Background: an optimization exercise with open tools, aiming at small area. Do not read the settings as production practice. The RTL was checked by simulation tests, not by an equivalence proof against the original design. Power figures rest on the tool's default switching activity, not on a simulated workload.

## main
==> flow/design.v (excerpt) <==
module boom_pro(sw7,start,clk,led,seg,sw_input,row,seg_cat,btn6,buzzer,green,red);
For scale: about 1300 cells after synthesis, ~140 flip-flops, about 59 I/O pins, roughly 11000 um^2 of cells after synthesis.
clock: 20.0 ns
lec_check: 0
cap_margin: 20
core_margin: 2
core_utilization: 70
slew_margin: 20
standard.sh (not shown) runs the stock make flow with config.mk's settings and CLKGATE_MAP_FILE= SYNTH_SCRIPT=/design/flow/synth_recipe.tcl, a recipe that flattens the netlist after the stock synthesis.
==> flow/flow/run.sh <==
#!/bin/bash
# The standard layout (the standard.sh: ORFS synthesis to final layout)
# with two changes: the port buffers that global placement inserts are
# buf_1 cells, and clock tree synthesis uses clkbuf_8 cells (root and leaf
# buffers) and no dummy loads. standard.sh's output goes to standard.log;
# ORFS keeps each step's log under orfs/logs.
set -euo pipefail
export BUFFER_PORTS_ARGS="-buffer_cell sky130_fd_sc_hd__buf_1"
export CTS_ARGS="-sink_clustering_enable -repair_clock_nets -dont_use_dummy_load -buf_list sky130_fd_sc_hd__clkbuf_8 -root_buf sky130_fd_sc_hd__clkbuf_8"
bash standard.sh > standard.log 2>&1
Input-level comparison between the feature branch and main:
--- a/flow/flow/run.sh
+++ b/flow/flow/run.sh
@@ -9 +9 @@
-export CTS_ARGS="-sink_clustering_enable -repair_clock_nets -dont_use_dummy_load -buf_list sky130_fd_sc_hd__clkbuf_8 -root_buf sky130_fd_sc_hd__clkbuf_8"
+export CTS_ARGS="-sink_clustering_enable -repair_clock_nets -dont_use_dummy_load -buf_list sky130_fd_sc_hd__clkbuf_8 -root_buf sky130_fd_sc_hd__clkbuf_8 -wire_unit 60"
--- outcome ---
Compared with main, in the feature branch maximum clock frequency held steady, worst hold slack held steady.
Against main, post-layout minimum cycle time in the feature branch came out better.
The feature branch contains more vias than main.
On register-to-register slack, the feature branch and main are basically level.
Looking only at fraction of standard cell area in multi-input logic, and setting everything else aside, the lower value of the feature branch and main goes to the feature branch.
Against main as the reference, the feature branch delivers a higher global-route wire length before repair.
Final cell count delta (main -> the feature branch): insignificant
When the feature branch is measured against main, its maximum root-to-sink buffer count turns out 1 higher.
Relative to main, worst setup slack has gone up in the feature branch.
Met1 demand-to-capacity share in global routing: the feature branch vs main — no meaningful difference

* * *

boom_pro again, from the RTL that the note above started with.
clock: 20.0 ns
lec_check: 0
cap_margin: 20
core_margin: 2
core_utilization: 70
slew_margin: 20
==> flow/flow/run.sh <==
#!/bin/bash
# The standard layout (the standard.sh: ORFS synthesis to final layout)
# with two changes: the port buffers that global placement inserts are
# buf_1 cells, and clock tree synthesis uses clkbuf_8 cells (root and leaf
# buffers) and no dummy loads. standard.sh's output goes to standard.log;
# ORFS keeps each step's log under orfs/logs.
set -euo pipefail
export BUFFER_PORTS_ARGS="-buffer_cell sky130_fd_sc_hd__buf_1"
export CTS_ARGS="-sink_clustering_enable -repair_clock_nets -dont_use_dummy_load -buf_list sky130_fd_sc_hd__clkbuf_8 -root_buf sky130_fd_sc_hd__clkbuf_8 -sink_clustering_size 20 -sink_clustering_max_diameter 100"
bash standard.sh > standard.log 2>&1
Edit:
--- a/flow/flow/run.sh
+++ b/flow/flow/run.sh
@@ -7,4 +7,4 @@
 set -euo pipefail
 export BUFFER_PORTS_ARGS="-buffer_cell sky130_fd_sc_hd__buf_1"
-export CTS_ARGS="-sink_clustering_enable -repair_clock_nets -dont_use_dummy_load -buf_list sky130_fd_sc_hd__clkbuf_8 -root_buf sky130_fd_sc_hd__clkbuf_8 -sink_clustering_size 20 -sink_clustering_max_diameter 100"
+export CTS_ARGS="-sink_clustering_enable -repair_clock_nets -dont_use_dummy_load -buf_list sky130_fd_sc_hd__clkbuf_8 -root_buf sky130_fd_sc_hd__clkbuf_8 -sink_clustering_size 30 -sink_clustering_max_diameter 150 -sink_buffer_max_cap_derate 1.0"
 bash standard.sh > standard.log 2>&1
Outcome:
- total power is unchanged
- routed wire length does not change
- die area stays the same
- via count does not change
- synthesized area is unchanged
- worst setup slack is unchanged
- first-iteration DRC count stays the same
- clock skew does not change
- final cell count is unchanged

==> separate check: timing with driven ports <==
The results above use ideal ports. As a check the final layouts listed here were re-extracted and re-timed, cells and wires unchanged. Step 1 (the two cells are an assumption about what drives the block):
set clk [get_ports {clk}]
set_driving_cell -lib_cell sky130_fd_sc_hd__clkbuf_16 $clk
set_driving_cell -lib_cell sky130_fd_sc_hd__buf_2 [delete_from_list [all_inputs] $clk]
Step 2 times the ports against the registers' clock, not the clock port: input delays grow and output delays shrink by t, the midpoint of the rising clock arrivals with the driver on. Three values: no drivers, after step 1, after step 2; two values: the first two.
run | shift t [ns] | slack for setup (ns) | worst setup path at the end | worst slew at a driven data input, ns
main | 0.494 | 4.754 / 4.754 / 4.754 | register to register | 0.05
the feature branch | 0.500 | 4.764 / 4.764 / 4.764 | register to register | 0.05
the first run of note 2 | 0.494 | 4.754 / 4.754 / 4.754 | register to register | 0.05
the second run of note 2 | 0.494 | 4.754 / 4.754 / 4.754 | register to register | 0.05
After both steps every run listed still meets setup and hold.
